From an optimization exercise on the open Yosys and OpenROAD flow, aimed at small area, a short achievable clock period and few clock cycles; shortcuts taken in it are not production practice.
Where RTL was checked, it was by simulation tests only, not by an equivalence proof against the original.

// TotalALU
module TotalALU( clk, dataA, dataB, Signal, control, Output, Busy, reset );
clock: 24.0 ns
lec_check: 0
cap_margin: 20
core_margin: 2
core_utilization: 40
slew_margin: 20
synth_hierarchical: 1
synth_minimum_keep_size: 0
standard.sh (not shown) runs the stock make flow with config.mk's settings and CLKGATE_MAP_FILE= SYNTH_SCRIPT=/design/flow/synth_recipe.tcl, a recipe that flattens the netlist after the stock synthesis.
==> flow/flow/run.sh <==
#!/bin/bash
# Layout: the standard flow (standard.sh: standard synthesis, floorplan,
# placement, CTS, routing), with two changes:
#  - the port buffers are buf_1 cells (repair_timing upsizes the critical ones) rather than the delay cells buffer_ports
#    picks by default (every input and output port still gets a buffer);
#  - repair_timing aims for SETUP_SLACK_MARGIN ns more setup slack than the
#    clock needs, so it shortens the port-to-port paths that set the period.
# The clock, its period and the I/O constraints are the standard flow's, unchanged.
set -euo pipefail
MARGIN=${MARGIN:-11}
bash standard.sh "SETUP_SLACK_MARGIN=$MARGIN" \
  "BUFFER_PORTS_ARGS=-buffer_cell sky130_fd_sc_hd__buf_1" REMOVE_ABC_BUFFERS=1 finish > standard_flow.log 2>&1
Edit:
--- a/flow/design.v
+++ b/flow/design.v
@@ -20,13 +20,13 @@
 wire sub = Signal[1];
 wire [31:0] bx = dataB ^ {32{sub}};
 wire [31:0] sum;
 wire cout;
 wire [31:0] a_g = dataA & bx;
 wire [31:0] a_p = dataA ^ bx;
-wire a_g0c = sub ? ( dataA[0] | ~dataB[0] ) : ( dataA[0] & dataB[0] );
+wire a_g0c = a_g[0] | (a_p[0] & sub);
 wire a_G1 = a_g[1] | (a_p[1] & a_g0c);
 wire a_G2 = a_g[3] | (a_p[3] & a_g[2]);
 wire a_P2 = a_p[3] & a_p[2];
 wire a_G3 = a_g[5] | (a_p[5] & a_g[4]);
 wire a_P3 = a_p[5] & a_p[4];
 wire a_G4 = a_g[7] | (a_p[7] & a_g[6]);
@@ -776,16 +776,14 @@
 wire isOR  = Signal == 6'd37;
 wire isAS  = ( Signal == 6'd32 ) | ( Signal == 6'd34 );
 wire isSLT = Signal == 6'd42;
 wire isSLL = Signal == 6'd0;
 wire isHI  = Signal == 6'd16;
 wire isLO  = Signal == 6'd18;
-wire [31:0] oth = ( {32{isAND}} & ( dataA & dataB ) )
+assign Output = ( {32{isAND}} & ( dataA & dataB ) )
               | ( {32{isOR}}  & ( dataA | dataB ) )
+              | ( {32{isAS}}  & sum )
               | { 31'd0, isSLT & lt }
               | ( {32{isSLL}} & shl )
               | ( {32{isHI}}  & P[63:32] )
               | ( {32{isLO}}  & P[31:0] );
-wire [31:0] o0 = oth | ( {32{isAS}} & a_p );
-wire [31:0] o1 = oth | ( {32{isAS}} & ~a_p );
-assign Output = ( a_c & o1 ) | ( ~a_c & o0 );
 endmodule
Worst hold slack gets better by 0.030 ns. Final area increases by 0.79%. Register-to-register slack gets better by 0.32 ns. Final cell count hardly moves. Setup slack improves by 0.067 ns. Synthesized cell count climbs by 1.2%. Via count stays flat. Maximum frequency rises by 0.52%. Core utilization went down by 0.72 points. Critical path depth increases by 1.
Testbench counts after the change, summed over its fixed seeds: cycles 4,330.
For the first run of this note, only the layout was checked, not whether the RTL still works.


Another version of the RTL of TotalALU (not shown whole).
Size in the first run: about 1800 cells after synthesis, roughly 99 flip-flops, roughly 110 I/O pins, about 15000 um^2 of cells after synthesis.
==> flow/design.v (excerpt) <==
module TotalALU( clk, dataA, dataB, Signal, control, Output, Busy, reset );
input reset ;
input clk ;
input [2:0] control ;
input [31:0] dataA ;
input [31:0] dataB ;
input [5:0] Signal ;
output [31:0] Output ;
output Busy ;
wire sub = control[2];
wire subH = Signal[1];
wire [31:0] bx = dataB ^ { {16{subH}}, {16{sub}} };
wire [31:0] sum;
wire cout;
wire [31:0] a_g = dataA & bx;
wire [31:0] a_p = dataA ^ bx;
wire a_g0c = sub ? ( dataA[0] | ~dataB[0] ) : ( dataA[0] & dataB[0] );
wire a_G1 = a_g[1] | (a_p[1] & a_g0c);
wire a_G2 = a_g[3] | (a_p[3] & a_g[2]);
wire a_P2 = a_p[3] & a_p[2];
wire a_G3 = a_g[5] | (a_p[5] & a_g[4]);
wire a_P3 = a_p[5] & a_p[4];
wire a_G4 = a_g[7] | (a_p[7] & a_g[6]);
wire a_P4 = a_p[7] & a_p[6];
wire a_G5 = a_g[9] | (a_p[9] & a_g[8]);
wire a_P5 = a_p[9] & a_p[8];
wire a_G6 = a_g[11] | (a_p[11] & a_g[10]);
wire a_P6 = a_p[11] & a_p[10];
wire a_G7 = a_g[13] | (a_p[13] & a_g[12]);
wire a_P7 = a_p[13] & a_p[12];
wire a_G8 = a_g[15] | (a_p[15] & a_g[14]);
wire a_P8 = a_p[15] & a_p[14];
wire a_G9 = a_g[17] | (a_p[17] & a_g[16]);
wire a_P9 = a_p[17] & a_p[16];
wire a_G10 = a_g[19] | (a_p[19] & a_g[18]);
wire a_P10 = a_p[19] & a_p[18];
wire a_G11 = a_g[21] | (a_p[21] & a_g[20]);
wire a_P11 = a_p[21] & a_p[20];
wire a_G12 = a_g[23] | (a_p[23] & a_g[22]);
wire a_P12 = a_p[23] & a_p[22];
wire a_G13 = a_g[25] | (a_p[25] & a_g[24]);
wire a_P13 = a_p[25] & a_p[24];
wire a_G14 = a_g[27] | (a_p[27] & a_g[26]);
wire a_P14 = a_p[27] & a_p[26];
wire a_G15 = a_g[29] | (a_p[29] & a_g[28]);
wire a_P15 = a_p[29] & a_p[28];
wire a_G16 = a_g[31] | (a_p[31] & a_g[30]);
wire a_P16 = a_p[31] & a_p[30];
wire a_G17 = a_g[2] | (a_p[2] & a_G1);
wire a_G18 = a_G2 | (a_P2 & a_G1);
wire a_G19 = a_g[6] | (a_p[6] & a_G3);
wire a_P19 = a_p[6] & a_P3;
wire a_G20 = a_G4 | (a_P4 & a_G3);
wire a_P20 = a_P4 & a_P3;
wire a_G21 = a_g[10] | (a_p[10] & a_G5);
wire a_P21 = a_p[10] & a_P5;
wire a_G22 = a_G6 | (a_P6 & a_G5);
wire a_P22 = a_P6 & a_P5;
wire a_G23 = a_g[14] | (a_p[14] & a_G7);
wire a_P23 = a_p[14] & a_P7;
wire a_G24 = a_G8 | (a_P8 & a_G7);
wire a_P24 = a_P8 & a_P7;
wire a_G25 = a_g[18] | (a_p[18] & a_G9);
wire a_P25 = a_p[18] & a_P9;
wire a_G26 = a_G10 | (a_P10 & a_G9);
  ...
Settings: LEC_CHECK=0, CAP_MARGIN=20, CORE_MARGIN=2, CORE_UTILIZATION=40, SLEW_MARGIN=20, SYNTH_HIERARCHICAL=1, SYNTH_MINIMUM_KEEP_SIZE=0; clock period 24.0 ns.
Scripts as last shown in full above: flow/flow/run.sh
Then changed:
--- a/flow/design.v
+++ b/flow/design.v
@@ -4,29 +4,39 @@
 assign cout = ( a & b ) | ( a & cin ) | ( b & cin );
 endmodule
 module HalfAdder( input a, input b, output S, output cout );
 assign S = a ^ b;
 assign cout = a & b;
 endmodule
+module Xor2( input a, input b, output y );
+assign y = a ^ b;
+endmodule
 `timescale 1ns/1ns
 module TotalALU( clk, dataA, dataB, Signal, control, Output, Busy, reset );
 input reset ;
 input clk ;
 input [2:0] control ;
 input [31:0] dataA ;
 input [31:0] dataB ;
 input [5:0] Signal ;
 output [31:0] Output ;
 output Busy ;
-wire sub = control[2];
-wire subH = Signal[1];
-wire [31:0] bx = dataB ^ { {16{subH}}, {16{sub}} };
+wire sub = Signal[1];
+wire [31:0] bx;
+genvar xi;
+generate for ( xi = 0; xi < 32; xi = xi + 1 ) begin : bxor
+  Xor2 u_bx ( .a(dataB[xi]), .b(sub), .y(bx[xi]) );
+end endgenerate
 wire [31:0] sum;
 wire cout;
-wire [31:0] a_g = dataA & bx;
-wire [31:0] a_p = dataA ^ bx;
+wire [31:0] a_g;
+wire [31:0] a_p;
+genvar gi;
+generate for ( gi = 0; gi < 32; gi = gi + 1 ) begin : pg
+  HalfAdder u_pg ( .a(dataA[gi]), .b(bx[gi]), .S(a_p[gi]), .cout(a_g[gi]) );
+end endgenerate
 wire a_g0c = sub ? ( dataA[0] | ~dataB[0] ) : ( dataA[0] & dataB[0] );
 wire a_G1 = a_g[1] | (a_p[1] & a_g0c);
 wire a_G2 = a_g[3] | (a_p[3] & a_g[2]);
 wire a_P2 = a_p[3] & a_p[2];
 wire a_G3 = a_g[5] | (a_p[5] & a_g[4]);
 wire a_P3 = a_p[5] & a_p[4];
=> Worst hold slack gains 0.0057 ns. Synthesized area went down by 0.69%. Maximum frequency stays flat. Synthesized cell count shrinks by 6.3%. Via count went down by 5.7%. Routed wire length went down by 6.6%.
No functional check of the RTL was part of any run of this note.


## run a
Another version of the RTL of TotalALU (not shown whole).
For scale: roughly 1,800 cells after synthesis, ~110 I/O pins, roughly 15,000 µm² of cells after synthesis.
// TotalALU
module TotalALU( clk, dataA, dataB, Signal, control, Output, Busy, reset );
clock: 24.0 ns
lec_check: 0
cap_margin: 20
core_margin: 2
core_utilization: 40
slew_margin: 20
synth_hierarchical: 1
synth_minimum_keep_size: 0
Scripts as last shown in full above: flow/flow/run.sh
Testbench counts of run a, summed over its fixed seeds: cycles 4,330.
#### Input delta (run b over run a)
diff --git a/flow/design.v b/flow/design.v
--- a/flow/design.v
+++ b/flow/design.v
@@ -16,21 +16,21 @@
 input [31:0] dataB ;
 input [5:0] Signal ;
 output [31:0] Output ;
 output Busy ;
 wire sub = Signal[1];
 wire [31:0] bx = dataB ^ {32{sub}};
 wire [31:0] sum;
 wire cout;
 wire [31:0] a_g = dataA & bx;
 wire [31:0] a_p = dataA ^ bx;
-wire a_g0c = a_g[0] | (a_p[0] & sub);
+wire a_g0c = sub ? ( dataA[0] | ~dataB[0] ) : ( dataA[0] & dataB[0] );
 wire a_G1 = a_g[1] | (a_p[1] & a_g0c);
 wire a_G2 = a_g[2] | (a_p[2] & a_g[1]);
 wire a_P2 = a_p[2] & a_p[1];
 wire a_G3 = a_g[3] | (a_p[3] & a_g[2]);
 wire a_P3 = a_p[3] & a_p[2];
 wire a_G4 = a_g[4] | (a_p[4] & a_g[3]);
 wire a_P4 = a_p[4] & a_p[3];
 wire a_G5 = a_g[5] | (a_p[5] & a_g[4]);
 wire a_P5 = a_p[5] & a_p[4];
 wire a_G6 = a_g[6] | (a_p[6] & a_g[5]);
--- outcome ---
The higher signed area change from the synthesized netlist to the final layout of run a and run b is in run b.
[run b] detailed placer's ending HPWL fell 1.3 mm relative to run a
Reported for run a and run b, number of setup violations in the final report turned out identical to the last digit.
Run b reports its endpoint of the worst setup timing path as Output[28] while run a reports Output[30].
Taking run a as the reference, in run b count of cell types in the netlist shrank by 3, multi-input combinational cell count shrank by about 2.3%, count of routing violations after the opening detailed-route iteration grew by 4.4%.
Setup slack: run b > run a
Re layout filler cell count: run b is 1.5% down on run a.
Run b vs run a — synthesized cell count dropped slightly
Changes observed in run b relative to run a: via count of the first global-routing pass lower; data-path buffer share of cell area in the final layout higher; adder and majority gate portion of the synthesized area higher.
The RTL of run b was laid out without a check of its function.

[afterwards: timing with drivers on the ports]
In the flow no input, the clock included, has a driving cell. The finished layouts below were timed again as built, in two steps. Step 1 (the two cells are an assumption about what drives the block):
set clk [get_ports {clk}]
set_driving_cell -lib_cell sky130_fd_sc_hd__clkbuf_16 $clk
set_driving_cell -lib_cell sky130_fd_sc_hd__buf_2 [delete_from_list [all_inputs] $clk]
Step 2 adds t to the input delays and takes it off the output delays; t is the mean of the earliest and latest rising clock arrival at the registers after step 1. Input paths then give back, and output paths get back, about the clock's delay inside the block. Slacks: ideal / step 1 / step 2; pairs: ideal / step 1.
run | t, ns | slack for setup (ns) | clock arrival spread, ns | cell pins on the clock port's net
the first run of note 1 | 0.415 | 11.028 / 10.980 / 10.980 | 0.011 / 0.010 | 1
the second run of note 1 | 0.426 | 11.094 / 11.067 / 11.067 | 0.016 / 0.016 | 1
the first run of note 2 | 0.419 | 11.064 / 11.037 / 11.037 | 0.016 / 0.016 | 1
the second run of note 2 | 0.405 | 11.051 / 10.992 / 10.992 | 0.009 / 0.009 | 1
run a | 0.412 | 11.095 / 10.903 / 10.903 | 0.023 / 0.023 | 1
run b | 0.407 | 11.152 / 11.128 / 11.128 | 0.009 / 0.009 | 1
After both steps every run listed still meets setup and hold. For run a, which loses most, drivers alone change the setup slack by -0.192 ns; drivers and shift together by -0.192 ns.
